Source: an optimization exercise on an open RTL-to-GDS flow (aim: small area and a short achievable clock period). Production flows keep margins and buffers that such runs may drop.
Where RTL was checked, it was by simulation tests only, not by an equivalence proof against the original.
Only the layout flow was run in runs 2 and 3; the RTL was not checked for function there.
No activity file was given, so power comes from the tool's default toggle rates.

--- flow/design.v ---
module ELM_Mitchw4_v2(
    input [15:0] x,
    input [15:0] y,
    output [31:0] p
    );
    wire [1:0] sign_factor;
    wire [16:0] PP_2;
    wire [14:0] PP_1;
    wire [27:0] PP_0;
    PP_2_gen High(
        .x1(x[15:13]),
        .y(y),
        .sign_factor(sign_factor[1]),
        .PP(PP_2)
        );
    PP_1_gen Middle(
        .x(x[13:0]),
        .y1(y[15:13]),
        .sign_factor(sign_factor[0]),
        .PP(PP_1)
        );
    PP_0_gen Low(
        .x0(x[13:0]),
        .y0(y[13:0]),
        .PP(PP_0)
        );
    PP_add Final(
        .sign_factor(sign_factor),
        .PP_2(PP_2),
        .PP_1(PP_1),
        .PP_0(PP_0),
        .p(p)
        );
endmodule
module PP_2_gen(
    input [2:0] x1,
    input [15:0] y,
    output sign_factor,
    output [16:0] PP
    );
    wire one, two, sign;
    code encode_block(
        .one(one),
        .two(two),
        .sign(sign),
        .y2(x1[2]),
        .y1(x1[1]),
        .y0(x1[0])
        );
    wire [16:0] tmp1_pp; 
    assign tmp1_pp = {y[15],y};  
    wire [17:0] out1;
    assign out1[0] = sign;
    genvar i;
    generate
        for ( i = 0; i < 17; i = i+1 )
            begin : pp_rad4_first 
            product pp_pr(tmp1_pp[i],out1[i],one,two,sign,PP[i],out1[i+1]);
            end
    endgenerate
    sgn_gen sign_gen(one,two,sign,sign_factor);
endmodule
module PP_1_gen(
    input [13:0] x,
    input [2:0] y1,
    output sign_factor,
    output [14:0] PP
    );
    wire one, two, sign;
    code encode_block(
        .one(one),
        .two(two),
        .sign(sign),
        .y2(y1[2]),
        .y1(y1[1]),
        .y0(y1[0])
        );
    wire [14:0] tmp1_pp; 
    assign tmp1_pp = {x[13],x};  
    wire [15:0] out1;
    assign out1[0] = sign;
    genvar i;
    generate
        for ( i = 0; i < 15; i = i+1 )
            begin : pp_rad4_first 
            product pp_pr(tmp1_pp[i],out1[i],one,two,sign,PP[i],out1[i+1]);
            end
    endgenerate
    sgn_gen sign_gen(one,two,sign,sign_factor);
endmodule   
module code(one,two,sign,y2,y1,y0);  
	input y2,y1,y0;                     
	output one,two,sign;                
	wire [1:0]k;                        
	xor x1(one,y0,y1);                  
	xor x2(k[1],y2,y1);                 
	not n1(k[0],one);                   
	and a1(two,k[0],k[1]);              
	assign sign=y2;                     
endmodule       
module product(x1,x0,one,two,sign,p,i);
	input x1,x0,sign,one,two;
	output p,i;
	wire [1:0] k;
	xor xo1(i,x1,sign);
	and a1(k[1],i,one);
	and a0(k[0],x0,two);
	or o1(p,k[1],k[0]);
endmodule
module sgn_gen(one,two,sign,sign_factor);
    input sign,one,two;
    output sign_factor;
    wire k;
    or o1(k,one,two);
    and a1(sign_factor,sign,k);
endmodule
module PP_0_gen(
    input signed [13:0] x0,
    input signed [13:0] y0,
    output signed [27:0] PP
    );
    wire [13:0] x0_abs;
    assign x0_abs = x0 ^ {14{x0[13]}};
    wire [13:0] k_x0;
    wire zero_x0;
    wire [13:0] x0_abs2;
	assign x0_abs2 = x0_abs;
    LOD14 lod_x0(
        .data_i(x0_abs),
        .zero_o(zero_x0),
        .data_o(k_x0));
    wire [3:0] k_x0_enc;
    PriorityEncoder_14v2 PE_x0(
        .data_i(k_x0),
        .code_o(k_x0_enc));
    wire [2:0] x_shift;
    LBarrel Lshift_x0(
        .data_i(x0_abs2),
        .shift_i(k_x0),
        .data_o(x_shift));
    wire [13:0] y0_abs;
    assign y0_abs = y0 ^ {14{y0[13]}};
    wire [13:0] k_y0;
    wire zero_y0;
    LOD14 lod_y0(
        .data_i(y0_abs),
        .zero_o(zero_y0),
        .data_o(k_y0));
	wire [13:0] y0_abs2;
	assign y0_abs2 = y0_abs;  
    wire [3:0] k_y0_enc;
    PriorityEncoder_14v2 PE_y0(
        .data_i(k_y0),
        .code_o(k_y0_enc));
    wire [2:0] y_shift;
    LBarrel Lshift_y0(
        .data_i(y0_abs2),
        .shift_i(k_y0),
        .data_o(y_shift));
    wire [7:0] x_log;
    wire [7:0] y_log;
    wire [7:0] p_log;
    assign x_log = {1'b0,k_x0_enc,x_shift};
    assign y_log = {1'b0,k_y0_enc,y_shift};
    assign p_log = x_log + y_log;
    wire [19:0] p_l1b;
    wire [3:0] l1_input;
    assign l1_input = {1'b1,p_log[2:0]};
    L1Barrel L1shift_plog(
        .data_i(l1_input),
        .shift_i(p_log[6:3]),
        .data_o(p_l1b));
    wire [12:0] p_low;
    wire not_k_l5 = ~p_log[7];
    assign p_low = p_l1b[15:3] & {13{not_k_l5}};
    wire [3:0] p_med;
    assign p_med = p_log[7] ? p_l1b[3:0] : p_l1b[19:16];
    wire [10:0] p_high;
    assign p_high = p_l1b[14:4] & {11{p_log[7]}};
    wire [27:0] PP_abs;
    assign PP_abs = {p_high,p_med,p_low};
    wire p_sign;
    wire [27:0] PP_temp;
    assign p_sign = x0[13] ^ y0[13];
    assign PP_temp = PP_abs ^ {28{p_sign}};
    wire notZeroA, notZeroB, notZeroD;
    assign notZeroA = ~zero_x0 | x0[13] | x0[0];
    assign notZeroB = ~zero_y0 | y0[13] | y0[0];
    assign notZeroD = notZeroA & notZeroB;
    assign PP = notZeroD? PP_temp : 28'b0;
endmodule
module LOD14(
    input [13:0] data_i,
    output zero_o,
    output [13:0] data_o
    );
	 wire [13:0] z;
	 wire [3:0] zdet;
	 wire [3:0] select;
	 assign zdet[3] = |(data_i[13:12]);
	 assign zdet[2] = |(data_i[11:8]);
	 assign zdet[1] = |(data_i[7:4]);
	 assign zdet[0] = |(data_i[3:0]);
	 assign zero_o = ~( zdet[0]  | zdet[1] );
	 LOD4 lod4_1 (
		.data_i(data_i[3:0]), 
		.data_o(z[3:0])
	 );
	  LOD4 lod4_2 (
            .data_i(data_i[7:4]), 
            .data_o(z[7:4])
         );
      LOD4 lod4_3 (
           .data_i(data_i[11:8]), 
           .data_o(z[11:8])
        );
	 LOD2 lod2_4 (
                .data_i(data_i[13:12]), 
                .data_o(z[13:12])
             );
	 	LOD4 lod4_5 (
                .data_i(zdet), 
                .data_o(select)
             );
	Muxes2in1Array2 Inst_MUX214_3 (
         .data_i(z[13:12]), 
         .select_i(select[3]), 
         .data_o(data_o[13:12])
     );
	Muxes2in1Array4 Inst_MUX214_2 (
        .data_i(z[11:8]), 
        .select_i(select[2]), 
        .data_o(data_o[11:8])
    );
	 Muxes2in1Array4 Inst_MUX214_1 (
        .data_i(z[7:4]), 
        .select_i(select[1]), 
        .data_o(data_o[7:4])
    );
	 Muxes2in1Array4 Inst_MUX214_0 (
		.data_i(z[3:0]), 
		.select_i(select[0]), 
		.data_o(data_o[3:0])
    );
endmodule
module LOD4(
    input [3:0] data_i,
    output [3:0] data_o
    );
	 wire mux0;
	 wire mux1;
	 wire mux2;
	 assign mux2 = (data_i[3]==1) ? 1'b0 : 1'b1;
	 assign mux1 = (data_i[2]==1) ? 1'b0 : mux2;
	 assign mux0 = (data_i[1]==1) ? 1'b0 : mux1;
	 assign data_o[3] = data_i[3];
	 assign data_o[2] =(mux2 & data_i[2]);
	 assign data_o[1] =(mux1 & data_i[1]);
	 assign data_o[0] =(mux0 & data_i[0]);
endmodule
module LOD2(
    input [1:0] data_i,
    output [1:0] data_o
    );
	 assign data_o[1] = data_i[1];
	 assign data_o[0] =(~data_i[1] & data_i[0]);
endmodule
module Muxes2in1Array4(
    input [3:0] data_i,
    input select_i,
    output [3:0] data_o
    );
	assign data_o[3] = select_i ? data_i[3] : 1'b0;
	assign data_o[2] = select_i ? data_i[2] : 1'b0;
	assign data_o[1] = select_i ? data_i[1] : 1'b0;
	assign data_o[0] = select_i ? data_i[0] : 1'b0;
endmodule
module Muxes2in1Array2(
    input [1:0] data_i,
    input select_i,
    output [1:0] data_o
    );
	assign data_o[1] = select_i ? data_i[1] : 1'b0;
	assign data_o[0] = select_i ? data_i[0] : 1'b0;
endmodule
module PriorityEncoder_14(
    input [13:0] data_i,
    output reg [3:0] code_o
    );
	  always @*
		case (data_i)
	     14'b00000000000001 : code_o = 4'b0000;
         14'b00000000000010 : code_o = 4'b0001;
         14'b00000000000100 : code_o = 4'b0010;
         14'b00000000001000 : code_o = 4'b0011;
         14'b00000000010000 : code_o = 4'b0100;
         14'b00000000100000 : code_o = 4'b0101;
         14'b00000001000000 : code_o = 4'b0110;
         14'b00000010000000 : code_o = 4'b0111;
         14'b00000100000000 : code_o = 4'b1000;
         14'b00001000000000 : code_o = 4'b1001;
         14'b00010000000000 : code_o = 4'b1010;
         14'b00100000000000 : code_o = 4'b1011;
		 default  : code_o = 4'b1100;
		endcase		
endmodule
module PriorityEncoder_14v2(
    input [13:0] data_i,
    output [3:0] code_o
    );
	wire tmp10, tmp20,tmp30,tmp40;
	assign tmp10 = ~(~(data_i[1] | data_i[3]) & ~data_i[5]);
	assign tmp20 = ~(~(data_i[7] | data_i[9]) & ~data_i[11]);
	assign code_o[0] = tmp10 | tmp20;
	assign tmp30 = ~(~(data_i[2] | data_i[3]) & ~data_i[6]);
	assign tmp40 = ~(~(data_i[7] | data_i[10]) & ~data_i[11]);
	assign code_o[1] = tmp30 | tmp40;
	wire [1:0] tmp50, tmp60;
	wire tmp70, tmp80;
	assign tmp50 = ~ (data_i[5:4] | data_i[7:6]);
	assign tmp70 = ~&(tmp50);
	assign code_o[2] = tmp70 | data_i[12];
	assign tmp60 = ~ (data_i[9:8] | data_i[11:10]);
	assign tmp80 = ~&(tmp60);
	assign code_o[3] = tmp80 | data_i[12];
endmodule
module LBarrel(
    input [13:0] data_i,
    input [13:0] shift_i,
    output [2:0] data_o);
	wire [11:0] tmp1_l;  
	wire [5:0] tmp2_l;	 
	wire [2:0] tmp3_l;	 
	assign tmp1_l = ~(data_i[11:0] & shift_i[12:1]);
	assign tmp2_l = ~(tmp1_l[11:6] & tmp1_l[5:0]);	
    assign tmp3_l = ~(tmp2_l[5:3] | tmp2_l[2:0]);
	assign data_o[2] = 	~&tmp3_l;
	wire [11:0] tmp1_r;
	wire [5:0] tmp2_r;
	wire [2:0] tmp3_r;
	assign tmp1_r[11] = 1'b1;
	assign tmp1_r[10:0] = ~(data_i[10:0] & shift_i[12:2]);
	assign tmp2_r = ~(tmp1_r[11:6] & tmp1_r[5:0]);	
    assign tmp3_r = ~(tmp2_r[5:3] | tmp2_r[2:0]);
	assign data_o[1] = 	~&tmp3_r;
	wire [11:0] tmp1_u;
	wire [5:0] tmp2_u;
	wire [2:0] tmp3_u;
	assign tmp1_u[11] = 1'b1;
	assign tmp1_u[10] = 1'b1;
	assign tmp1_u[9:0] = ~(data_i[9:0] & shift_i[12:3]);
	assign tmp2_u = ~(tmp1_u[11:6] & tmp1_u[5:0]);	
    assign tmp3_u = ~(tmp2_u[5:3] | tmp2_u[2:0]);
	assign data_o[0] = 	~&tmp3_u;
endmodule
module L1Barrel(
    input [3:0] data_i,
    input [3:0] shift_i,
    output reg [19:0] data_o);
    always @*
        case (shift_i)
           4'b0000: data_o = data_i;
           4'b0001: data_o = data_i << 1;
           4'b0010: data_o = data_i << 2;
           4'b0011: data_o = data_i << 3;
           4'b0100: data_o = data_i << 4;
           4'b0101: data_o = data_i << 5;
           4'b0110: data_o = data_i << 6;
           4'b0111: data_o = data_i << 7;
           4'b1000: data_o = data_i << 8;
           4'b1001: data_o = data_i << 9;
           4'b1010: data_o = data_i << 10;
           4'b1011: data_o = data_i << 11;
           4'b1100: data_o = data_i << 12;
           4'b1101: data_o = data_i << 13;
           4'b1110: data_o = data_i << 14;
           default: data_o = data_i << 15;
        endcase
endmodule
module RBarell(
    input data_i,
    input shift_i,
    output [1:0] data_o);
    assign data_o[1] = ~shift_i;
    assign data_o[0] = shift_i | data_i;
endmodule
module PP_add(
    input [1:0] sign_factor,
    input [16:0] PP_2,
    input [14:0] PP_1,
    input [27:0] PP_0,
    output [31:0] p
    );
    wire [2:0] E_MSB;
    assign E_MSB[0] = ~ PP_0[27];
    assign E_MSB[1] = ~ PP_1[14];
    assign E_MSB[2] = ~ PP_2[16];
    wire [15:0] sum00_FA;
    wire [15:0] carry00_FA;
    wire [15:0] tmp001_FA;
    wire [15:0] tmp002_FA;
    wire [15:0] tmp003_FA;
    assign tmp001_FA = {E_MSB[0],PP_0[27],PP_0[27:14]};
    assign tmp002_FA = {E_MSB[1],PP_1};
    assign tmp003_FA = {PP_2[15:0]};
    genvar i001;
    generate
        for (i001 = 0; i001 < 16; i001 = i001 + 1)
            begin : pp_fad00
            FAd pp_fad(tmp001_FA[i001],tmp002_FA[i001], tmp003_FA[i001], carry00_FA[i001],sum00_FA[i001]);
            end
    endgenerate
    wire sum00_HA, carry00_HA;
    assign carry00_HA = PP_2[16];  
    assign sum00_HA = E_MSB[2];  
    wire [31:0] tmp1_add;
    wire [31:0] tmp2_add;
    assign tmp1_add = {E_MSB[2],sum00_HA,sum00_FA,PP_0[13:0]};
    assign tmp2_add = {carry00_HA,carry00_FA,sign_factor[1],{14{sign_factor[0]}}};
    assign p = tmp1_add + tmp2_add;
endmodule
module FAd(a,b,c,cy,sm);
	input a,b,c;
	output cy,sm;
	wire x,y,z;
	xor x1(x,a,b);
	xor x2(sm,x,c);
	and a1(y,a,b);
	and a2(z,x,c);
	or o1(cy,y,z);
endmodule 
module mult_top(
    input clk,
    input  [15:0] x,
    input  [15:0] y,
    output reg [31:0] p_out
    );
    wire [31:0] P_vec;
    reg [15:0] X_vec;
    reg [15:0] Y_vec;
    ELM_Mitchw4_v2 mult(X_vec,Y_vec,P_vec); 
    always @(posedge clk) 
    begin
        p_out = P_vec;
        X_vec = x;
        Y_vec = y;
    end
endmodule 
--- flow/run.sh ---
#!/bin/bash
# synth_recipe.tcl (not shown) runs the flow's synth.tcl, then flattens the netlist and writes it again
# the make line also repeats each setting of config.mk as NAME=value (left out here)
make -C /OpenROAD-flow-scripts/flow DESIGN_CONFIG=/design/flow/config.mk WORK_HOME=/design/flow/orfs CLKGATE_MAP_FILE= SYNTH_SCRIPT=/design/flow/synth_recipe.tcl finish
--- flow/constraint.sdc ---
create_clock -name core_clock -period 7.0 [get_ports {clk}]
set_input_delay 1.4000 -clock core_clock [delete_from_list [all_inputs] [get_ports {clk}]]
set_output_delay 1.4000 -clock core_clock [all_outputs]
set_load 0.01 [all_outputs]
--- flow/config.mk ---
export PLATFORM = sky130hd
export DESIGN_NAME = mult_top
export DESIGN_NICKNAME = mult_top
export VERILOG_FILES = /design/flow/design.v
export SDC_FILE = /design/flow/constraint.sdc
export NUM_CORES = 4
export LEC_CHECK = 0
export CAP_MARGIN = 20
export CORE_MARGIN = 2
export CORE_UTILIZATION = 40
export SLEW_MARGIN = 20
==> metrics.md, run 1 <==
| Metric | Value |
|---|---|
| P_int | `between 1500 and 2000 uW` |
| Slew HR | `0.2667` |
| Vias in the first global route | `6349` |
| Final wirelength | `19830 um` |
| Area growth syn-to-layout | `27.47%` |
| Initial Util | `0.4089` |
| Most frequent cells in the layout | `buf_4 (96), nor2_1 (79), nand2_1 (70)` |
| Reg power frac | `0.188` |
| Largest net degree at the start of global routing | `25` |
| CP arrival | `6840 ps` |
| Final hold slack | `~900 ps` |
| Number of synthesis warnings | `2` |
| IO buf count | `64` |
| Total gr overflow | `0` |
| Crit. Startpoint | `Y_vec[11]$_DFF_P_` |
| Post-route core utilization | `0.5213` |
| Critical path's slowest cell | `or3b_2` |
| Std cell rows | `47` |
| Top_reg_cell synth | `dfxtp_1` |
| H-tree levels | `3` |
| CP Launch Type | `flip-flop` |
| RR Startpoint | `Y_vec[11]$_DFF_P_` |
| Share of layout cells above drive strength 1 | `0.1541` |
| Via count | `approximately 7000` |
| Worst-path clk slew | `roughly 60 ps` |
| DR iter-0 viols | `524` |
| Combinational power share | `0.639` |
| Crit Path Class | `flip-flop to flip-flop` |
| Die X | `134.2 um` |
| Status | `finished clean` |
| GP Congestion | `0.9419` |
| Fin crit period | `6617 ps` |
| Required @ worst endpoint | `7230 ps` |
| TritonRoute pass-1 iters | `7` |
| # diodes | `0` |
| Die Y | `134.2 um` |
| Slew @ Worst Pin | `1096 ps` |
| Cell area after layout | `roughly 8600 sq um` |
| Clock tree from TritonCTS | `done` |
| HP Start | `X_vec[14]$_DFF_P_` |
| Power per cell area | `311.3 nW/um^2` |
| Pleak | `~0.0037 uW` |
| CP endpoint kind | `flip-flop` |
| Vias per cell | `5.538` |
| Critical path peak fanout | `8` |
| Placed Cells | `1234` |
| Root Buffer Master | `clkbuf_16` |
| Net Sw Frac | `0.4000` |
| First-pass GRT wire length | `between 30000 and 40000 um` |
| Cell Area, Placed | `8158 sq um` |
| Worst Skew | `8.571 ps` |
| Cts bufs inserted | `9` |
| Commonest non-fill, non-tap cell in the layout | `buf_4` |
| Mapped cell area | `6782 sq um` |
| Skew-Pair Late Insertion Delay | `350 ps` |
| Post-synth cell types | `70` |
| Total power draw | `2691 uW` |
| Number of synthesized register bits | `64` |
| Clock tree sinks | `64` |
| Nets | `1116` |
| Endpoints failing hold | `0` |
| Post-Layout Cell Count | `1252` |
| Tcrit/Tclk final | `0.9452` |
| Max Root-Sink Buffers | `2` |
| Most common cell on crit path | `a31oi_1` |
| Async S/R FF share, synth | `0` |
| Hold buffer count at CTS | `0` |
| # DRC | `0` |
| Max-slew violation count | `0` |
| Core box area | `16580 sq um` |
| Top Ports | `65` |
| Sequential fraction of the synthesis area | `0.1889` |
| Total global routing track utilization | `0.2221` |
| Mean area per synthesized cell | `about 7.4 sq um` |
| Synth Net Count | `just over 1000` |
| P_sw | `1076 uW` |
| HP Class | `flip-flop to flip-flop` |
| DR WL/cell | `between 15 and 20 um` |
| Hpwl dp | `15550 um` |
| Max cap viols | `0` |
| Worst path max stage delay | `around 460 ps` |
| Post-Synthesis Cells | `920` |
| Die ar. | `18010 sq um` |
| Final ANT Viol Nets | `0` |
| # setup viols final | `0` |
| EDFF count, synth | `0` |
| Clock group share of total power | `0.173` |
| Achievable frequency | `151.1 MHz` |
| Maximum vdd ir drop | `roughly 210 uV` |
| Initial antenna violation count | `0` |
-- state kept, by name, summed over array words and instances (netlist names) --
| register | flops |
|---|---|
| X_vec | 16 |
| Y_vec | 16 |
| p_out | 32 |
-- routing by layer --
| layer | share of wire | wire (um) | GRT usage |
|---|---|---|---|
| met1 | 0.48 | 9460 | 0.2996 |
| met2 | 0.47 | 9231 | 0.3668 |
| met3 | 0.038 | 757 | 0.02759 |
| met4 | 0.019 | 379 | 0.07602 |
| met5 | 0 | 0 | 0 |
-- synth_stat cells, types with 9 or more instances --
cell type	count	share of area
nand2b_1	9	0.0083
xor2_1	35	0.045
a31oi_1	18	0.017
o22ai_1	9	0.0083
a21o_1	16	0.018
nor2_1	80	0.044
nand2_1	70	0.039
and3_1	14	0.013
clkbuf_1	53	0.029
a211oi_1	22	0.024
o31ai_1	9	0.010
nand3_1	25	0.018
o211ai_1	14	0.015
xnor2_1	45	0.058
o21a_1	11	0.012
a21oi_1	65	0.048
inv_1	59	0.033
fa_1	18	0.053
o21ai_0	60	0.044
mux2i_1	9	0.013
ha_1	38	0.070
buf_1	9	0.0050
a221oi_1	16	0.021
nor3_1	32	0.024
dfxtp_1	64	0.19
-- stage by stage --
step                setup slack (ps)  setup TNS [ps]
finish                         383.3               0
global route                  -44.89          -82.83
CTS                            40.03               0
detailed placement             78.96               0
global placement               90.58               0
floorplan                      336.3               0
-- cell families (layout without fill, tap and decap cells) --
| kind of cell | Yosys count | in the layout | synth area share |
|---|---|---|---|
| muxes | 10 | 10 | 0.01550 |
| and+or+nand+nor | 282 | 282 | 0.1982 |
| buffers and inverters | 125 | 237 | 0.07158 |
| xor gates and xnor gates | 82 | 82 | 0.1081 |
| AOI/OAI and AO/OA | 301 | 301 | 0.2945 |
| DFF | 64 | 64 | 0.1889 |
| adders and majority gates | 56 | 56 | 0.1232 |
-- worst max-delay path: cells and delay by family, from the launching register on --
kind | cells | cell delay (ps)
adder cells (fa/ha/maj) | 3 | 980
XOR/XNOR | 1 | 170
multiplexers | 1 | 330
AO/OA/AOI/OAI | 12 | 2400
buffers and inverters | 2 | 250
AND/OR/NAND/NOR | 11 | 2050
flip-flops | 1 | 340
-- path summary, 6_finish.rpt --
kind / endpoint / slack [ps] / cells after the start
hold / removal: p_out[31]$_DFF_P_ / 920 / 5
setup reg to reg: p_out[31]$_DFF_P_ / 380 / 30
hold reg to reg: p_out[31]$_DFF_P_ / 920 / 5
setup / recovery: p_out[31]$_DFF_P_ / 380 / 30
-- power by group through the flow --
| stage | Combinational [uW] | Sequential (uW) | Clock (uW) |
|---|---|---|---|
| floorplan | 1040 | 554 | 0 |
| global route | 1900 | 516 | 491 |
| finish | 1720 | 507 | 464 |
| detailed placement | 1650 | 515 | 0 |
| CTS | 1660 | 507 | 475 |
| global placement | 1640 | 514 | 0 |
-- repair_timing --
action	CTS	global route
endpoints found under the setup margin	0	16
setup buffers	0	2
gates resized for setup	0	46
-- area by class of cell --
cell class              instances  area (sq um)
inverters                      60         225.2
clock inverters                 2         37.54
multi-input cells             731          5185
clock buffers                  14         264.0
repair buffers                161          1373
flip-flops and latches         64          1285
fillers                      1680          7939
well taps                     220         275.3
==> run 2: changes to the inputs <==
==> flow/design.v (replaced) <==
module elm_log13(
    input  [12:0] a,
    output [3:0]  n,
    output [2:0]  f
    );
    wire [12:0] oh;
    genvar i;
    generate
        for (i = 0; i < 13; i = i + 1) begin : g_oh
            if (i == 12) begin : g_top
                assign oh[i] = a[i];
            end else begin : g_rest
                assign oh[i] = a[i] & ~|a[12:i+1];
            end
        end
    endgenerate
    assign n[0] = oh[1] | oh[3] | oh[5] | oh[7] | oh[9] | oh[11];
    assign n[1] = oh[2] | oh[3] | oh[6] | oh[7] | oh[10] | oh[11];
    assign n[2] = oh[4] | oh[5] | oh[6] | oh[7] | oh[12];
    assign n[3] = oh[8] | oh[9] | oh[10] | oh[11] | oh[12];
    assign f[2] = |(oh[12:1] & a[11:0]);
    assign f[1] = |(oh[12:2] & a[10:0]);
    assign f[0] = |(oh[12:3] & a[9:0]);
endmodule
module elm_stage1(
    input  [15:0] x,
    input  [15:0] y,
    output [17:0] e,
    output        sf0,
    output [7:0]  l,
    output        ps,
    output        nz
    );
    wire x_one = x[13] ^ x[14];
    wire x_two = ~x_one & (x[15] ^ x[14]);
    wire x_neg = x[15] & (x_one | x_two);
    wire y_one = y[13] ^ y[14];
    wire y_two = ~y_one & (y[15] ^ y[14]);
    wire y_neg = y[15] & (y_one | y_two);
    wire [17:0] ys = {{2{y[15]}}, y};
    wire [17:0] xs = {{4{x[13]}}, x[13:0]};
    wire [17:0] pa = (x_one ? ys : x_two ? {ys[16:0], 1'b0} : 18'd0) ^ {18{x_neg}};
    wire [17:0] pb = (y_one ? xs : y_two ? {xs[16:0], 1'b0} : 18'd0) ^ {18{y_neg}};
    assign e = pa + pb + {17'd0, x_neg} + {17'd0, y_neg};
    assign sf0 = y_neg;
    wire [3:0] nx, ny;
    wire [2:0] fx, fy;
    elm_log13 lx(.a(x[12:0] ^ {13{x[13]}}), .n(nx), .f(fx));
    elm_log13 ly(.a(y[12:0] ^ {13{y[13]}}), .n(ny), .f(fy));
    assign l = {1'b0, nx, fx} + {1'b0, ny, fy};
    assign ps = x[13] ^ y[13];
    assign nz = (x[13] | (|x[7:0])) & (y[13] | (|y[7:0]));
endmodule
module elm_stage2(
    input  [17:0] e,
    input         sf0,
    input  [7:0]  l,
    input         ps,
    input         nz,
    output [31:0] p
    );
    wire [28:0] sh = {25'd0, 1'b1, l[2:0]} << l[7:3];
    wire [25:0] a  = sh[28:3];
    wire [27:0] m  = nz ? ({2'b00, a} ^ {28{ps}}) : 28'd0;
    assign p = {e, 14'd0} + {{4{m[27]}}, m} - {31'd0, sf0};
endmodule
module mult_top(
    input clk,
    input  [15:0] x,
    input  [15:0] y,
    output reg [31:0] p_out
    );
    wire [17:0] e;
    wire        sf0;
    wire [7:0]  l;
    wire        ps, nz;
    elm_stage1 s1(.x(x), .y(y), .e(e), .sf0(sf0), .l(l), .ps(ps), .nz(nz));
    reg [17:0] e_r;
    reg        sf0_r;
    reg [7:0]  l_r;
    reg        ps_r, nz_r;
    always @(posedge clk) begin
        e_r   <= e;
        sf0_r <= sf0;
        l_r   <= l;
        ps_r  <= ps;
        nz_r  <= nz;
    end
    wire [31:0] p;
    elm_stage2 s2(.e(e_r), .sf0(sf0_r), .l(l_r), .ps(ps_r), .nz(nz_r), .p(p));
    always @(posedge clk)
        p_out <= p;
endmodule
--- a/flow/config.mk
+++ b/flow/config.mk
@@ -5,6 +5,7 @@
 export SDC_FILE = /design/flow/constraint.sdc
 export NUM_CORES = 4
 export LEC_CHECK = 0
+export ABC_AREA = 1
 export CAP_MARGIN = 20
 export CORE_MARGIN = 2
 export CORE_UTILIZATION = 40
==> metrics.md, run 2 <==
| Metric | Value |
|---|---|
| Most common cell on crit path | `nor2_1` |
| Share of layout cells above drive strength 1 | `0.04156` |
| Count leader, synth | `nand2_1` |
| Root Buffer Master | `clkbuf_16` |
| Status | `finished clean` |
| Pleak | `0.004310 uW` |
| Post-CTS Setup Inserts | `0` |
| Area occupied by multi-input gates | `5121 sq um` |
| Hpwl dp | `15470 um` |
| # diodes | `0` |
| Vias per cell | `4.991` |
| Synth Net Count | `1261` |
| Nets | `1321` |
| Crit path depth | `20` |
| Synth top area cells | `dfxtp_1 (17%), ha_1 (15%), nand2_1 (11%)` |
| Vias in the first global route | `around 6700` |
| Number of synthesized register bits | `61` |
| Power per cell area | `440.1 nW/um^2` |
| CP cell instances | `clkdlybuf4s50_1, buf_4, nor2_1, nor2_1, clkinv_1, nand2_1, o22ai_1, xor2_1, ha_1, ha_1, a21oi_1, o21ai_0, nor2_1, o21ai_0, nand3_1, nand2_1, a21oi_1, nor2_1, nor2_1, xor2_1` |
| Crit Path Class | `primary input to flip-flop` |
| Most frequent cells in the layout | `nand2_1 (214), inv_1 (207), nor2_1 (111)` |
| R2R cell count | `14` |
| Clock tree sinks | `approximately 60` |
| IO buf count | `64` |
| Required @ worst endpoint | `between 7000 and 8000 ps` |
| Fin crit period | `5371 ps` |
| Sequential fraction of the synthesis area | `0.1687` |
| Post-Synthesis Cells | `1139` |
| CP arrival | `5590 ps` |
| Max reg flops | `32` |
| Area growth syn-to-layout | `16.09%` |
| Via count | `about 7100` |
| Max cap viols | `0` |
| CP Launch Type | `primary input` |
| Fill count | `approximately 1900` |
| Top_reg_cell synth | `dfxtp_1` |
| Mapped cell area | `7238 sq um` |
| H-tree levels | `3` |
| Max Root-Sink Buffers | `2` |
| RSZ-0062 raised after global routing | `false` |
| Die Y | `between 100 and 150 um` |
| Area leader, netlist | `dfxtp_1` |
| Critical path peak fanout | `20` |
| Worst Skew | `approximately 6 ps` |
| Max-slew violation count | `0` |
| Top delay family on crit path | `simple AND/OR/NAND/NOR gates` |
| EDFF count, synth | `0` |
| Async S/R FF share, synth | `0` |
| DR WL/cell | `between 10 and 15 um` |
| Final ANT Viol Nets | `0` |
| Worst-path clk slew | `50 ps` |
| Reg2Reg Setup Slack | `2910 ps` |
| Post-cts repair resize count | `0` |
| Post-synth cell types | `48` |
| Reg area | `1221 sq um` |
| HP Start | `sf0_r$_DFF_P_` |
| Crit. Startpoint | `x[13]` |
| Top post-synthesis cells by count | `nand2_1 (214), inv_1 (207), nor2_1 (111), ha_1 (86), xor2_1 (77)` |
| Final wirelength | `approximately 18000 um` |
| Endpoints failing hold | `0` |
| Tcrit/Tclk final | `0.7673` |
| Worst path max stage delay | `490 ps` |
| Commonest non-fill, non-tap cell in the layout | `nand2_1` |
| Slew @ Worst Pin | `817.4 ps` |
| Synth top area share | `0.1687` |
| CP Buf/Inv Count | `3` |
| Die X | `138.5 um` |
| Initial antenna violation count | `0` |
| Critical path's slowest cell | `nand2_1` |
| Die ar. | `19190 sq um` |
| Total global routing track utilization | `0.1901` |
| RR Startpoint | `ps_r$_DFF_P_` |
| Total gr overflow | `0` |
| Initial Util | `0.4057` |
| Hold buffer count at CTS | `0` |
| GP Congestion | `approximately 0.96` |
| Achievable frequency | `186.2 MHz` |
| HP Class | `flip-flop to flip-flop` |
| Slew HR | `0.4517` |
| Mean area per synthesized cell | `6.355 sq um` |
| Clock tree from TritonCTS | `done` |
| # setup viols final | `0` |
| Skew-Pair Late Insertion Delay | `330 ps` |
| Top Ports | `65` |
| Final TNS setup | `0 ps` |
| Core box area | `17840 sq um` |
| Worst setup path end | `e_r[17]$_DFF_P_` |
| DR iter-0 viols | `397` |
| Worst r2r dst | `p_out[27]$_DFF_P_` |
| Maximum vdd ir drop | `about 230 uV` |
| Total power draw | `3698 uW` |
| Cts bufs inserted | `9` |
| Number of synthesis warnings | `1` |
| Final hold slack | `536.8 ps` |
| Std cell rows | `49` |
| CP endpoint kind | `flip-flop` |
| TritonRoute pass-1 iters | `8` |
| # DRC | `0` |
| Largest net degree at the start of global routing | `36` |
| First-pass GRT wire length | `approximately 31000 um` |
run 2: cell families (layout without fill, tap and decap cells):
group,count (synthesis),in the layout,share of synthesized area
fa+ha+maj,89,89,0.1570
xor+xnor,94,94,0.1148
flops,61,61,0.1687
buf+inv,233,297,0.1238
compound gates,208,208,0.1651
simple gates,454,454,0.2707
run 2: metrics by stage:
stage	area [sq um]	util	setup slack, ps	instances
final	8403	0.4710	1629	1432
after CTS	8403	0.4710	1669	1432
after global routing	8403	0.4710	1167	1432
after detailed placement	8103	0.4542	1335	1417
after floorplan	7238	-	2326	1139
after global placement	8103	0.4542	1443	1417
run 2: cell type report:
class | count | area share
tap | 229 | 0.03410
sequential | 61 | 0.1453
clock inverter | 4 | 0.005658
clock buffer | 11 | 0.03008
timing repair buffer | 68 | 0.07981
inverter | 214 | 0.09559
multi-input combinational | 845 | 0.6094
run 2: routing by layer:
metal	track usage	vias to the layer above	wire length [um]
li1	-	3844	-
met1	0.2458	3048	8409
met2	0.3215	210	8411
met3	0.01628	45	720
met4	0.08861	0	657
met5	0	-	0
run 2: how the worst min path moves through the flow:
stage                             endpoint  slack [ps]  depth (start not counted)
after floorplan           p_out[0]$_DFF_P_         470                          2
after global placement    p_out[0]$_DFF_P_         600                          2
after detailed placement  p_out[0]$_DFF_P_         570                          2
after CTS                 p_out[0]$_DFF_P_         580                          2
after global routing      p_out[0]$_DFF_P_         580                          2
final                     p_out[0]$_DFF_P_         540                          2
run 2: worst reg2reg max path, stage by stage (launching register included):
cell	delay, ps
dfxtp_1	710
clkinv_1	860
a21oi_1	330
o21ai_0	130
ha_1	320
inv_1	40
ha_1	360
a21oi_1	200
o21a_1	150
a21boi_0	330
o21ai_0	150
a21oi_1	200
nand2_1	80
nand2_1	60
nand2_1	50
run 2: where the power goes:
group          internal (uW)  total, uW  switching (uW)
Combinational           1030       2650            1620
Sequential               540        607            67.1
Clock                    291        440             149
==> run 3: changes to the inputs <==
--- a/flow/config.mk
+++ b/flow/config.mk
@@ -5,7 +5,6 @@
 export SDC_FILE = /design/flow/constraint.sdc
 export NUM_CORES = 4
 export LEC_CHECK = 0
-export ABC_AREA = 1
 export CAP_MARGIN = 20
 export CORE_MARGIN = 2
 export CORE_UTILIZATION = 40
==> metrics.md, run 3 <==
| Metric | Value |
|---|---|
| Mean area per synthesized cell | `7.228 sq um` |
| Std cell rows | `51` |
| RSZ-0062 raised after global routing | `false` |
| # setup viols final | `0` |
| Async S/R FF share, synth | `0` |
| P_sw | `1646 uW` |
| Commonest non-fill, non-tap cell in the layout | `nand2_1` |
| Synth Net Count | `1239` |
| H-tree levels | `3` |
| Max Root-Sink Buffers | `2` |
| Core box area | `around 20000 sq um` |
| Hpwl dp | `16100 um` |
| TritonRoute pass-1 iters | `6` |
| Share of layout cells above drive strength 1 | `0.04837` |
| Final ANT Viol Nets | `0` |
| Most frequent cells in the layout | `nand2_1 (106), inv_1 (102), ha_1 (86)` |
| CP endpoint kind | `flip-flop` |
| Final TNS setup | `0 ps` |
| Clock tree from TritonCTS | `done` |
| Crit Path Class | `primary input to flip-flop` |
| Max-slew violation count | `0` |
| Via count | `7714` |
| Initial antenna violation count | `0` |
| Total global routing track utilization | `0.1870` |
| Skew-Pair Late Insertion Delay | `330 ps` |
| Reg power frac | `0.170` |
| DR WL/cell | `14.45 um` |
| Slew HR | `0.4030` |
| P_int | `1927 uW` |
| Fin crit period | `roughly 5700 ps` |
| CP Launch Type | `primary input` |
| Worst Skew | `approximately 6.4 ps` |
| Initial Util | `0.4108` |
| # diodes | `0` |
| DR iter-0 viols | `~550` |
| Sequential fraction of the synthesis area | `0.1512` |
| Total gr overflow | `0` |
| EDFF count, synth | `0` |
| Clock group share of total power | `0.108` |
| Max reg flops | `32` |
| Top post-synthesis cells by count | `nand2_1 (106), inv_1 (102), ha_1 (86), nor2_1 (78), o21ai_0 (78)` |
| GP Congestion | `0.8892` |
| Number of synthesized register bits | `61` |
| Post-Synthesis Cells | `roughly 1100` |
| # DRC | `0` |
| Cts bufs inserted | `9` |
| Required @ worst endpoint | `between 7000 and 8000 ps` |
| Top_reg_cell synth | `dfxtp_1` |
| Final wirelength | `a little over 20000 um` |
| Die Y | `146.1 um` |
| Tcrit/Tclk final | `0.8168` |
| Clock tree sinks | `between 60 and 70` |
| Nets | `1254` |
| Vias in the first global route | `6944` |
| Combinational power share | `0.722` |
| Fill count | `2054` |
| Root Buffer Master | `clkbuf_16` |
| CP arrival | `5950 ps` |
| Net Sw Frac | `0.4607` |
| Post-cts repair resize count | `0` |
| Endpoints failing hold | `0` |
| First-pass GRT wire length | `33670 um` |
| Status | `finished clean` |
| Largest net degree at the start of global routing | `36` |
| Post-CTS Setup Inserts | `0` |
| Synth top area share | `0.1512` |
| Synth top area cells | `dfxtp_1 (15%), ha_1 (13%), xnor2_1 (6.7%)` |
| Number of synthesis warnings | `1` |
| Achievable frequency | `174.9 MHz` |
| Area leader, netlist | `dfxtp_1` |
| Pleak | `0.003979 uW` |
| Maximum vdd ir drop | `252.2 uV` |
| Hold buffer count at CTS | `0` |
| Post-synth cell types | `88` |
| Vias per cell | `between 5 and 6` |
| Worst-path clk slew | `50 ps` |
| Critical path peak fanout | `18` |
| IO buf count | `64` |
| Power per cell area | `~390 nW/um^2` |
| Die ar. | `21340 sq um` |
| Count leader, synth | `nand2_1` |
| Total power draw | `3573 uW` |
| Slew @ Worst Pin | `892.2 ps` |
| Die X | `146.1 um` |
| HP Class | `flip-flop to flip-flop` |
| Mapped cell area | `8074 sq um` |
| Max cap viols | `0` |
| Top Ports | `65` |
| Area growth syn-to-layout | `12.46%` |
==> run 3: cell count changes in the layout (fill, tap and decap cells not counted), moves of 19 or more <==
| cell | change |
|---|---|
| xnor2_1 | +46 |
| nand2b_1 | +29 |
| a21o_1 | +29 |
| o22ai_1 | -25 |
| nand2_1 | -108 |
| nor2b_1 | +20 |
| a221o_1 | +22 |
| nor2_1 | -33 |
| xor2_1 | -28 |
| inv_1 | -105 |
| nand3_1 | -35 |
| o21ai_0 | +19 |
==> run 3: area by class of cell <==
class                      count  area [sq um]  area share
inverter                     104         390.4     0.04299
timing repair buffer          72         700.7     0.07717
clock inverter                 5         27.53    0.003032
tap                          265         331.6     0.03652
multi-input combinational    884          6176      0.6802
sequential                    61          1221      0.1345
clock buffer                  11         232.7     0.02563
==> run 3: worst paths after layout <==
kind	from	end	slack, ps	cells after the start
max	y[13]	e_r[17]$_DFF_P_	1280	16
max reg2reg	l_r[3]$_DFF_P_	p_out[26]$_DFF_P_	2670	17
min reg2reg	sf0_r$_DFF_P_	p_out[0]$_DFF_P_	540	2
min	sf0_r$_DFF_P_	p_out[0]$_DFF_P_	540	2
==> run 3: critical path, cell delays in order <==
cell and delay, ps:
clkdlybuf4s50_1 850, buf_4 280, nand2_1 120, nor2_1 570, a22oi_1 190, o21ai_0 120, ha_1 270, ha_1 340
a21o_1 190, a21oi_1 170, o21ai_0 140, a41oi_1 310, o21bai_1 130, o41ai_1 530, nor3_1 100, a311oi_1 220
==> run 3: power groups by stage <==
| stage | clock network, uW | logic, uW | registers, uW |
|---|---|---|---|
| finish | 385 | 2580 | 607 |
| global route | 410 | 2890 | 630 |
| CTS | 398 | 2590 | 609 |
| detailed placement | 0 | 2570 | 617 |
| global placement | 0 | 2550 | 612 |
| floorplan | 0 | 1950 | 634 |
==> run 3: stage by stage <==
| stage | worst slack [ps] | cell area, sq um | hold WS [ps] | instances | util |
|---|---|---|---|---|---|
| finish | 1282 | 9080 | 538.6 | 1402 | 0.4620 |
| global route | 926.0 | 9080 | 573.7 | 1402 | 0.4620 |
| detailed placement | 992.3 | 8812 | 552.0 | 1386 | 0.4484 |
| global placement | 1037 | 8812 | 553.5 | 1386 | 0.4484 |
| CTS | 1327 | 9072 | 556.3 | 1402 | 0.4616 |
| floorplan | 1893 | 8074 | 470.2 | 1117 | - |
==> run 3: cells by family (layout without fill, tap and decap cells) <==
logic type,Yosys count,after routing,share of synthesized area
xor+xnor,112,112,0.1215
compound gates,336,336,0.2885
buf+inv,172,192,0.08477
mux,7,7,0.009298
fa+ha+maj,89,89,0.1407
flops,61,61,0.1512
simple gates,340,340,0.2039
==> run 3: metal layers <==
metal	part of all wire	GRT usage	vias to the layer above	wire [um]
li1	-	-	3991	-
met1	0.47	0.2590	3467	9603
met2	0.46	0.3045	224	9300
met3	0.046	0.01719	32	923
met4	0.021	0.06505	0	432
met5	0	0	-	0
==> run 4: changes to the inputs <==
==> flow/design.v (replaced) <==
module elm_log13(
    input  [12:0] a,
    output [3:0]  n,
    output [2:0]  f
    );
    wire        z3 = ~|a[12:5];
    wire [12:0] a1 = z3 ? {a[4:0], 8'd0} : a;
    wire        z2 = ~|a1[12:9];
    wire [12:0] a2 = z2 ? {a1[8:0], 4'd0} : a1;
    wire        z1 = ~|a2[12:11];
    wire [12:0] a3 = z1 ? {a2[10:0], 2'd0} : a2;
    wire        z0 = ~a3[12];
    wire [11:0] a4 = z0 ? {a3[10:0], 1'b0} : a3[11:0];
    wire        az = ~a3[12] & ~a3[11];
    assign n = az ? 4'd0 : 4'd12 - {z3, z2, z1, z0};
    assign f = a4[11:9];
endmodule
module elm_stage1(
    input  [15:0] x,
    input  [15:0] y,
    output [17:0] e,
    output        sf0,
    output [3:0]  nx,
    output [2:0]  fx,
    output [3:0]  ny,
    output [2:0]  fy,
    output        s
    );
    wire x_one = x[13] ^ x[14];
    wire x_two = ~x_one & (x[15] ^ x[14]);
    wire x_neg = x[15] & ~(x[14] & x[13]);
    wire y_one = y[13] ^ y[14];
    wire y_two = ~y_one & (y[15] ^ y[14]);
    wire y_neg = y[15] & ~(y[14] & y[13]);
    wire [17:0] ys = {{2{y[15]}}, y};
    wire [17:0] xs = {{4{x[13]}}, x[13:0]};
    wire [17:0] pa = (({18{x_one}} & ys) | ({18{x_two}} & {ys[16:0], 1'b0})) ^ {18{x_neg}};
    wire [17:0] pb = (({18{y_one}} & xs) | ({18{y_two}} & {xs[16:0], 1'b0})) ^ {18{y_neg}};
    assign e = pa + pb + {17'd0, x_neg};
    assign sf0 = y_neg;
    elm_log13 lx(.a(x[12:0] ^ {13{x[13]}}), .n(nx), .f(fx));
    elm_log13 ly(.a(y[12:0] ^ {13{y[13]}}), .n(ny), .f(fy));
    wire nz = (x[13] | (|x[7:0])) & (y[13] | (|y[7:0]));
    assign s = nz & (x[13] ^ y[13]);
endmodule
module elm_stage2(
    input  [17:0] e,
    input         sf0,
    input  [7:0]  l,
    input         s,
    input         z,
    output [31:0] p
    );
    wire [4:0] k = l[7:3];
    wire [2:0] f = l[2:0];
    wire [28:0] d = {28'd0, ~z} << k;
    wire [25:0] a = d[25:0] | ({26{f[2]}} & d[26:1])
                            | ({26{f[1]}} & d[27:2])
                            | ({26{f[0]}} & d[28:3]);
    wire [27:0] m = {s, s, a ^ {26{s}}};
    wire        c14 = sf0 & (|m[13:0]);
    assign p[13:0]  = m[13:0] - {13'd0, sf0};
    assign p[31:14] = e + {{4{m[27]}}, m[27:14]} + {17'd0, c14};
endmodule
module mult_top(
    input clk,
    input  [15:0] x,
    input  [15:0] y,
    output reg [31:0] p_out
    );
    wire [17:0] e;
    wire        sf0, s;
    wire [3:0]  nx, ny;
    wire [2:0]  fx, fy;
    elm_stage1 s1(.x(x), .y(y), .e(e), .sf0(sf0),
                  .nx(nx), .fx(fx), .ny(ny), .fy(fy), .s(s));
    reg [17:0] e_r;
    reg        sf0_r, s_r, z_r;
    reg [6:0]  lx_r, ly_r;
    always @(posedge clk) begin
        e_r   <= e;
        sf0_r <= sf0;
        s_r   <= s;
        z_r   <= ~((x[13] | (|x[7:0])) & (y[13] | (|y[7:0])));
        lx_r  <= {nx, fx};
        ly_r  <= {ny, fy};
    end
    wire [7:0]  l = {1'b0, lx_r} + {1'b0, ly_r};
    wire [31:0] p;
    elm_stage2 s2(.e(e_r), .sf0(sf0_r), .l(l), .s(s_r), .z(z_r), .p(p));
    always @(posedge clk)
        p_out <= p;
endmodule
==> metrics.md, run 4 <==
| Metric | Value |
|---|---|
| Status | `finished clean` |
| DR iter-0 viols | `489` |
| # diodes | `0` |
| Post-Layout Cell Count | `about 1100` |
| Area leader, netlist | `dfxtp_1` |
| HP Class | `flip-flop to flip-flop` |
| Reg power frac | `0.214` |
| Count leader, synth | `nand2_1` |
| Nets | `987` |
| CP Launch Type | `flip-flop` |
| Initial Util | `0.4125` |
| Pleak | `approximately 0.0030 uW` |
| Top_reg_cell synth | `dfxtp_1` |
| Total gr overflow | `0` |
| Skew-Pair Late Insertion Delay | `330 ps` |
| CP endpoint kind | `flip-flop` |
| Max Root-Sink Buffers | `2` |
| R2R cell count | `21` |
| Top Ports | `65` |
| Total global routing track utilization | `0.1854` |
| Async S/R FF share, synth | `0` |
| HP Start | `e_r[17]$_DFF_P_` |
| Die X | `135.2 um` |
| P_int | `1567 uW` |
| Final wirelength | `around 17000 um` |
| Hold path depth | `2` |
| Core box area | `between 15000 and 20000 sq um` |
| Worst Skew | `8.689 ps` |
| Share of layout cells above drive strength 1 | `0.08662` |
| Combinational power share | `0.622` |
| Worst-path clk slew | `roughly 50 ps` |
| Final ANT Viol Nets | `0` |
| Post-cts repair resize count | `0` |
| Achievable frequency | `approximately 170 MHz` |
| Via count | `roughly 6300` |
| Power per cell area | `337.3 nW/um^2` |
| Critical path peak fanout | `8` |
| Worst r2r dst | `p_out[31]$_DFF_P_` |
| Fill count | `between 1500 and 2000` |
| Tcrit/Tclk final | `0.8551` |
| # DRC | `0` |
| Clock tree from TritonCTS | `done` |
| First-pass GRT wire length | `27760 um` |
| Crit. Startpoint | `lx_r[0]$_DFF_P_` |
| Synth top area cells | `dfxtp_1 (19%), xnor2_1 (9.0%), ha_1 (7.8%)` |
| Required @ worst endpoint | `7220 ps` |
| Initial antenna violation count | `0` |
| Die Y | `135.2 um` |
| Fin crit period | `5986 ps` |
| Placed Cells | `around 1100` |
| Number of synthesis warnings | `1` |
| Vias in the first global route | `5632` |
| Max cap viols | `0` |
| IO buf count | `64` |
| Largest net degree at the start of global routing | `35` |
| Sequential fraction of the synthesis area | `0.1947` |
| Final TNS setup | `0 ps` |
| Crit Path Class | `flip-flop to flip-flop` |
| P_sw | `1113 uW` |
| Endpoints failing hold | `0` |
| Cts bufs inserted | `9` |
| Area growth syn-to-layout | `15.31%` |
| RR Startpoint | `lx_r[0]$_DFF_P_` |
| Root Buffer Master | `clkbuf_16` |
| CP arrival | `6200 ps` |
| Slew HR | `0.5901` |
| DR WL/cell | `15.07 um` |
| Post-Synthesis Cells | `875` |
| Clock tree sinks | `between 60 and 70` |
| Net Sw Frac | `0.4153` |
| Reg2Reg Setup Slack | `1010 ps` |
| Most frequent cells in the layout | `nand2_1 (76), xnor2_1 (71), dfxtp_1 (67)` |
| Slew @ Worst Pin | `approximately 600 ps` |
| Hpwl dp | `13220 um` |
| Synth Net Count | `955` |
| RSZ-0062 raised after global routing | `false` |
| Hold EP | `p_out[31]$_DFF_P_` |
| Mapped cell area | `6889 sq um` |
| Vias per cell | `5.572` |
| Hold buffer count at CTS | `0` |
| Max-slew violation count | `0` |
| Number of synthesized register bits | `67` |
| Die ar. | `18290 sq um` |
| Clock group share of total power | `0.164` |
| GP Congestion | `0.8787` |
| TritonRoute pass-1 iters | `5` |
| Post-CTS Setup Inserts | `0` |
| EDFF count, synth | `0` |
| Commonest non-fill, non-tap cell in the layout | `nand2_1` |
| Max reg flops | `32` |
| Std cell rows | `47` |
| Post-synth cell types | `99` |
| Top post-synthesis cells by count | `nand2_1 (76), xnor2_1 (71), dfxtp_1 (67), nor2_1 (62), a21oi_1 (52)` |
| Maximum vdd ir drop | `201.5 uV` |
| Mean area per synthesized cell | `just under 8 sq um` |
| # setup viols final | `0` |
| H-tree levels | `3` |
| Synth top area share | `0.1947` |
## run 4: cell types whose count changed after synthesis, sizes merged, moves of 9 or more
cell / before / now
clkbuf: 47 / 34
o21ai: 85 / 56
a221o: 22 / 0
a22oi: 20 / 30
xor2: 50 / 31
xnor2: 62 / 74
nand2: 106 / 78
ha: 86 / 43
a21o: 31 / 12
o21a: 2 / 14
nor2: 79 / 65
nand2b: 30 / 21
a21oi: 76 / 58
inv: 103 / 27
## run 4: cells by family (layout without fill, tap and decap cells)
family / after synthesis / count (layout) / synth area share
buffers and inverters: 82 / 119 / 0.05049
adder cells (fa/ha/maj): 47 / 47 / 0.08972
multiplexers: 8 / 8 / 0.01162
AO/OA/AOI/OAI: 284 / 284 / 0.3102
XOR/XNOR: 105 / 105 / 0.1368
AND/OR/NAND/NOR: 282 / 282 / 0.2065
flip-flops: 67 / 67 / 0.1947
## run 4: per-layer routing
layer,global-route usage,share of wire,vias up,wire (um)
met4,0.06134,0.019,0,332
met1,0.2575,0.49,2859,8380
li1,-,-,3272,-
met2,0.2970,0.45,157,7664
met5,0,0,-,0
met3,0.02432,0.040,20,679
## run 4: cell type report
class | count | area [sq um] | area share
clock inverters | 5 | 52.55 | 0.006615
clock buffers | 11 | 242.7 | 0.03056
multi-input cells | 726 | 5200 | 0.6546
inverters | 27 | 101.3 | 0.01276
flip-flops and latches | 67 | 1341 | 0.1688
well taps | 220 | 275.3 | 0.03465
repair buffers | 76 | 730.7 | 0.09198
## run 4: worst max path at each step
stage / to / cells after the start
after floorplan: p_out[31]$_DFF_P_ / 21
after global placement: p_out[31]$_DFF_P_ / 21
after detailed placement: p_out[31]$_DFF_P_ / 21
after CTS: p_out[31]$_DFF_P_ / 21
after global routing: p_out[31]$_DFF_P_ / 21
final: p_out[31]$_DFF_P_ / 21
## run 4: power groups by stage
stage,combinational [uW],sequential (uW),clock (uW)
2_1_floorplan,1220,616,0
3_3_place_gp,1660,582,0
3_5_place_dp,1660,582,0
4_1_cts,1670,577,451
5_1_grt,1840,586,470
6_report,1670,574,440
## run 4: critical path, cell delays in order, from the launching register on
cell and delay, ps:
dfxtp_1 300, ha_1 260, fa_1 480, a211o_4 440, a21o_1 290, and4_1 290, nand4_1 110, o311a_1 330
nand4b_1 200, nor2b_1 230, nand2_1 110, o41ai_2 380, fa_1 280, nor2b_1 50, o21ai_0 210, a21oi_1 120
o41ai_1 520, o21ai_0 280, o41a_1 390, a211oi_1 320, a21oi_1 130, xnor2_1 130
## run 4: per-stage QoR
step                total power, uW  setup WS, ps    util  hold slack [ps]  area (sq um)
floorplan                      1835          1708       -            509.0          6889
global placement               2239          1210  0.4580            553.8          7649
detailed placement             2241          1083  0.4580            546.6          7649
CTS                            2700          1056  0.4757            559.3          7944
global route                   2901         628.9  0.4757            587.6          7944
finish                         2680          1014  0.4757            549.2          7944
==> run 5: changes to the inputs <==
--- a/flow/config.mk
+++ b/flow/config.mk
@@ -5,6 +5,7 @@
 export SDC_FILE = /design/flow/constraint.sdc
 export NUM_CORES = 4
 export LEC_CHECK = 0
+export ABC_AREA = 1
 export CAP_MARGIN = 20
 export CORE_MARGIN = 2
 export CORE_UTILIZATION = 40
==> metrics.md, run 5 <==
| Metric | Value |
|---|---|
| TritonRoute pass-1 iters | `5` |
| Max cap viols | `0` |
| Number of synthesis warnings | `1` |
| IO buf count | `64` |
| Largest net degree at the start of global routing | `38` |
| DR WL/cell | `12.47 um` |
| Tcrit/Tclk final | `0.7939` |
| Synth Net Count | `1055` |
| Cts bufs inserted | `9` |
| Maximum vdd ir drop | `~150 uV` |
| Vias in the first global route | `5582` |
| Nets | `between 1000 and 1500` |
| Max-slew violation count | `0` |
| First-pass GRT wire length | `26410 um` |
| Top post-synthesis cells by count | `nand2_1 (200), inv_1 (116), xor2_1 (82), dfxtp_1 (67), nand3_1 (66)` |
| Final wirelength | `15530 um` |
| Total gr overflow | `0` |
| Post-synth cell types | `52` |
| Total global routing track utilization | `0.1800` |
| Vias per cell | `5.022` |
| P_int | `1525 uW` |
| Setup WS post-layout | `1443 ps` |
| EDFF count, synth | `0` |
| H-tree levels | `3` |
| Combinational power share | `0.624` |
| Power per cell area | `365.4 nW/um^2` |
| Reg power frac | `0.210` |
| Slew @ Worst Pin | `around 920 ps` |
| Async S/R FF share, synth | `0` |
| Mapped cell area | `6535 sq um` |
| Worst Skew | `~4.3 ps` |
| Count leader, synth | `nand2_1` |
| Clock group share of total power | `0.165` |
| Max reg flops | `32` |
| CP endpoint kind | `flip-flop` |
| Die Y | `131.8 um` |
| Via count | `6257` |
| Slew HR | `0.3834` |
| CP Launch Type | `primary input` |
| P_sw | `1266 uW` |
| Sequential fraction of the synthesis area | `0.2052` |
| Max Root-Sink Buffers | `2` |
| Top_reg_cell synth | `dfxtp_1` |
| Hpwl dp | `12580 um` |
| Synth top area cells | `dfxtp_1 (21%), nand2_1 (11%), xor2_1 (11%)` |
| Post-route core utilization | `0.4790` |
| Root Buffer Master | `clkbuf_16` |
| Skew-Pair Late Insertion Delay | `340 ps` |
| Area growth syn-to-layout | `16.87%` |
| Required @ worst endpoint | `7220 ps` |
| Pleak | `0.003621 uW` |
| Number of synthesized register bits | `67` |
| Worst-path clk slew | `50 ps` |
| Die ar. | `around 17000 sq um` |
| Most frequent cells in the layout | `nand2_1 (200), inv_1 (116), xor2_1 (82)` |
| GP Congestion | `0.9291` |
| Mean area per synthesized cell | `between 6 and 7 sq um` |
| Reg2Reg Setup Slack | `1560 ps` |
| Post-Layout Cell Count | `1246` |
| # DRC | `0` |
| Final TNS setup | `0 ps` |
| Total power draw | `2791 uW` |
| Core box area | `approximately 16000 sq um` |
| Clock tree sinks | `67` |
| Commonest non-fill, non-tap cell in the layout | `nand2_1` |
| Synth top area share | `0.2052` |
| # diodes | `0` |
| Clock tree from TritonCTS | `done` |
| Share of layout cells above drive strength 1 | `0.06796` |
| Final ANT Viol Nets | `0` |
| Fill count | `1662` |
| Initial Util | `0.4099` |
| Initial antenna violation count | `0` |
| Area leader, netlist | `dfxtp_1` |
| Critical path peak fanout | `18` |
| Post-CTS Setup Inserts | `0` |
| Top Ports | `65` |
| HP Class | `flip-flop to flip-flop` |
| Std cell rows | `46` |
| Placed Cells | `1230` |
| Net Sw Frac | `0.4537` |
| Post-cts repair resize count | `0` |
| Die X | `131.8 um` |
| DR iter-0 viols | `363` |
| Endpoints failing hold | `0` |
| Post-Synthesis Cells | `975` |
| Crit Path Class | `primary input to flip-flop` |
| Achievable frequency | `179.9 MHz` |
| Hold buffer count at CTS | `0` |
| Pre-CTS setup slack | `1107 ps` |
| Fin crit period | `5557 ps` |
| RSZ-0062 raised after global routing | `false` |
| CP arrival | `5780 ps` |
| # setup viols final | `0` |
| Status | `finished clean` |
## run 5: changes by cell type in the layout (fill, tap and decap cells not counted), moves of 21 or more
cell / delta
inv_1: +90
xor2_1: +51
nand2b_1: -21
o22ai_1: +24
nand2_1: +124
xnor2_1: -47
a22oi_1: -30
nand3_1: +36
nand4_1: +27
## run 5: through the flow
| step | hold slack, ps | area [sq um] |
|---|---|---|
| 5_1_grt | 640.8 | 7637 |
| 3_5_place_dp | 578.6 | 7322 |
| 6_report | 595.0 | 7637 |
| 4_1_cts | 591.8 | 7637 |
| 3_3_place_gp | 587.6 | 7322 |
| 2_1_floorplan | 493.3 | 6535 |
## run 5: worst paths after layout
kind,from,end,cells past startpoint
setup reg to reg,lx_r[4]$_SDFF_PP0_,p_out[28]$_DFF_P_,25
hold / removal,sf0_r$_DFF_P_,p_out[0]$_DFF_P_,2
hold reg to reg,sf0_r$_DFF_P_,p_out[0]$_DFF_P_,2
setup / recovery,x[13],e_r[14]$_DFF_P_,16
## run 5: final cells by class
class	count	area, sq um	area share
multi-input combinational	752	4553	0.5962
tap	216	270.3	0.03539
timing repair buffer	70	685.7	0.08978
clock inverter	3	45.04	0.005898
clock buffer	13	270.3	0.03539
inverter	125	471.7	0.06176
sequential	67	1341	0.1756
## run 5: cells by family (layout without fill, tap and decap cells)
| kind of cell | count (synthesis) | after routing | share of synthesized area |
|---|---|---|---|
| and+or+nand+nor | 421 | 421 | 0.2977 |
| AOI/OAI and AO/OA | 178 | 178 | 0.1612 |
| buffers and inverters | 156 | 211 | 0.09918 |
| xor gates and xnor gates | 106 | 106 | 0.1421 |
| DFF | 67 | 67 | 0.2052 |
| adders and majority gates | 47 | 47 | 0.09458 |
## run 5: power groups by stage
stage	registers (uW)	logic [uW]	clock network [uW]
after floorplan	620	1270	0
after global placement	596	1740	0
after detailed placement	596	1740	0
after CTS	589	1750	476
after global routing	603	1960	494
final	587	1740	462
## run 5: metal layers
metal  up-vias  part of all wire  GRT usage
li1       3368                 -          -
met1      2669              0.50     0.2539
met2       194              0.44     0.2781
met3        26             0.051    0.02653
met4         0             0.018    0.06643
met5         -                 0          0
## run 5: critical path: stages
cell,delay (ps)
clkdlybuf4s50_1,450
buf_4,250
ha_1,300
inv_1,360
nand3_1,530
o22ai_1,350
xor2_1,160
fa_1,460
a21o_1,180
a21oi_1,190
o21ai_0,150
a31oi_1,270
o21ai_0,170
a21boi_0,270
o21ai_0,140
xor2_1,150
==> run 6: changes to the inputs <==
--- a/flow/config.mk
+++ b/flow/config.mk
@@ -9,4 +9,5 @@
 export CAP_MARGIN = 20
 export CORE_MARGIN = 2
 export CORE_UTILIZATION = 40
+export SETUP_SLACK_MARGIN = 3.5
 export SLEW_MARGIN = 20
==> metrics.md, run 6 <==
| Metric | Value |
|---|---|
| P_sw | `1804 uW` |
| Area leader, netlist | `dfxtp_1` |
| Max reg flops | `32` |
| Synth top area share | `0.2052` |
| Post-route core utilization | `0.6449` |
| Most frequent cells in the layout | `nand2_1 (161), buf_4 (134), inv_1 (104)` |
| Area growth syn-to-layout | `57.32%` |
| Hold path depth | `2` |
| Total gr overflow | `0` |
| Combinational power share | `0.734` |
| Number of synthesized register bits | `67` |
| Clock tree from TritonCTS | `done` |
| Commonest non-fill, non-tap cell in the layout | `nand2_1` |
| DR iter-0 viols | `roughly 470` |
| Reg power frac | `0.152` |
| # DRC | `0` |
| Achievable frequency | `223.9 MHz` |
| Fin crit period | `4466 ps` |
| Final ANT Viol Nets | `0` |
| RSZ-0062 raised after global routing | `true` |
| Top post-synthesis cells by count | `nand2_1 (200), inv_1 (116), xor2_1 (82), dfxtp_1 (67), nand3_1 (66)` |
| Skew-Pair Late Insertion Delay | `350 ps` |
| Nets | `1265` |
| Number of synthesis warnings | `1` |
| Core box area | `15940 sq um` |
| # setup viols final | `0` |
| H-tree levels | `3` |
| Net Sw Frac | `0.4573` |
| Pleak | `around 0.0047 uW` |
| Die X | `131.8 um` |
| Vias in the first global route | `7038` |
| Largest net degree at the start of global routing | `26` |
| Max Root-Sink Buffers | `2` |
| CP endpoint kind | `flip-flop` |
| Slew HR | `0.3530` |
| Critical path peak fanout | `6` |
| First-pass GRT wire length | `32690 um` |
| Clock group share of total power | `0.115` |
| Final wirelength | `21750 um` |
| Mean area per synthesized cell | `6.703 sq um` |
| Total global routing track utilization | `0.2247` |
| Count leader, synth | `nand2_1` |
| TritonRoute pass-1 iters | `5` |
| Power per cell area | `383.6 nW/um^2` |
| Maximum vdd ir drop | `206.3 uV` |
| Initial Util | `0.4099` |
| Top_reg_cell synth | `dfxtp_1` |
| P_int | `roughly 2100 uW` |
| Synth top area cells | `dfxtp_1 (21%), nand2_1 (11%), xor2_1 (11%)` |
| Max-slew violation count | `0` |
| Critical path's slowest cell | `fa_2` |
| R2R cell count | `31` |
| DR WL/cell | `15.47 um` |
| Async S/R FF share, synth | `0` |
| # diodes | `0` |
| Synth Net Count | `1055` |
| Cts bufs inserted | `9` |
| Setup WS post-layout | `2534 ps` |
| Share of layout cells above drive strength 1 | `0.3630` |
| Endpoints failing hold | `0` |
| Initial antenna violation count | `0` |
| Post-synth cell types | `between 50 and 60` |
| GP Congestion | `0.9108` |
| Sequential fraction of the synthesis area | `0.2052` |
| Via count | `roughly 7600` |
| Post-Synthesis Cells | `975` |
| Reg2Reg Setup Slack | `2530 ps` |
| IO buf count | `64` |
| Worst path max stage delay | `380 ps` |
| Status | `finished clean` |
| CP Launch Type | `flip-flop` |
| Clock tree sinks | `67` |
| Post-Layout Cell Count | `1406` |
| Max cap viols | `0` |
| Placed Cells | `1226` |
| Pre-CTS setup slack | `1635 ps` |
| Tcrit/Tclk final | `0.6380` |
| Die ar. | `17380 sq um` |
| CP arrival | `4700 ps` |
| Mapped cell area | `6535 sq um` |
| Hold buffer count at CTS | `0` |
| HP Class | `flip-flop to flip-flop` |
| Most common cell on crit path | `buf_4` |
| Final TNS setup | `0 ps` |
| Die Y | `between 100 and 150 um` |
| Root Buffer Master | `clkbuf_16` |
| Top Ports | `65` |
| Worst-path clk slew | `50 ps` |
| Hpwl dp | `around 13000 um` |
| Required @ worst endpoint | `7240 ps` |
| Slew @ Worst Pin | `969.2 ps` |
| Vias per cell | `5.380` |
| EDFF count, synth | `0` |
| Std cell rows | `46` |
| Worst Skew | `4.895 ps` |
| Crit Path Class | `flip-flop to flip-flop` |
[run 6: worst paths after layout]
check | from | endpoint
worst max register to register | lx_r[0]$_DFF_P_ | p_out[8]$_DFF_P_
worst min register to register | sf0_r$_DFF_P_ | p_out[0]$_DFF_P_
worst min-delay path | sf0_r$_DFF_P_ | p_out[0]$_DFF_P_
worst max-delay path | lx_r[0]$_DFF_P_ | p_out[8]$_DFF_P_
[run 6: stage by stage]
stage / total power, uW / cell area (sq um) / hold WS [ps]
floorplan: 1978 / 6832 / 493.3
global placement: 2429 / 7532 / 588.2
detailed placement: 2432 / 7532 / 582.4
CTS: 3467 / 9335 / 594.0
global route: 4202 / 10280 / 675.1
finish: 3944 / 10280 / 653.8
[run 6: kinds of logic after synthesis]
| logic type | count (synthesis) | synth area share |
|---|---|---|
| adders and majority gates | 47 | 0.09458 |
| buffers and inverters | 156 | 0.09918 |
| DFF | 67 | 0.2052 |
| AOI/OAI and AO/OA | 178 | 0.1612 |
| and+or+nand+nor | 421 | 0.2977 |
| xor gates and xnor gates | 106 | 0.1421 |
[run 6: area by class of cell]
class,count,area (sq um)
clock buffer,10,239.0
timing repair buffer,223,2033
tap,216,270.3
sequential,67,1343
inverter,125,495.5
clock inverter,6,63.81
multi-input combinational,759,5837
fill,1364,5662
[run 6: routing by layer]
metal | global-route usage | part of all wire
met1 | 0.2737 | 0.41
met2 | 0.3877 | 0.50
met3 | 0.03998 | 0.059
met4 | 0.09903 | 0.035
met5 | 0 | 0
[run 6: critical path: cells and delay by family (launching register included)]
family	cells	cell delay (ps)
flops	1	330
fa+ha+maj	2	540
compound gates	1	140
buf+inv	15	1880
simple gates	13	1460
[run 6: repair_timing]
item / 4_1_cts / 5_1_grt
setup buffers: 117 / 40
resized for setup: 164 / 134
setup endpoints to repair: 50 / 44
endpoints found under the hold margin: 0 / 0
pin swaps: 90 / 75
gates cloned: 6 / 1
[run 6: power groups by stage]
| stage | Combinational, uW | Clock (uW) | Sequential, uW |
|---|---|---|---|
| after floorplan | 1360 | 0 | 622 |
| after global placement | 1830 | 0 | 602 |
| after detailed placement | 1830 | 0 | 600 |
| after CTS | 2410 | 463 | 598 |
| after global routing | 3110 | 478 | 610 |
| final | 2890 | 452 | 599 |

static timing again, ports no longer ideal:
No port has a modelled driver above. Below, the same layouts with a new extraction and two added sets of constraints.
Step 1, drivers: a clkbuf_16 drives clk and a buf_2 each remaining input, both assumed.
Step 2 moves the port delays by t, midway between the first and last clock arrival at a register: inputs arrive t later, outputs are due t later. That takes back most of the time a late clock gives input paths.
a / b / c = ideal / step 1 / step 2; a / b = the first two.
| run | shift t [ns] | slack for setup (ns) | worst setup path at the end | pins driven straight from the clock port |
|---|---|---|---|---|
| run 1 | 0.389 | 0.383 / 0.383 / 0.383 | register to register | 1 |
| run 2 | 0.369 | 1.629 / 1.645 / 1.276 | input to register | 1 |
| run 3 | 0.364 | 1.282 / 1.290 / 0.926 | input to register | 1 |
| run 4 | 0.368 | 1.014 / 1.014 / 1.014 | register to register | 1 |
| run 5 | 0.374 | 1.443 / 1.459 / 1.085 | input to register | 1 |
| run 6 | 0.383 | 2.534 / 2.534 / 2.534 | register to register | 1 |
After both steps every run listed still meets setup and hold. For run 5, which loses most, drivers alone change the setup slack by +0.016 ns; drivers and shift together by -0.358 ns.
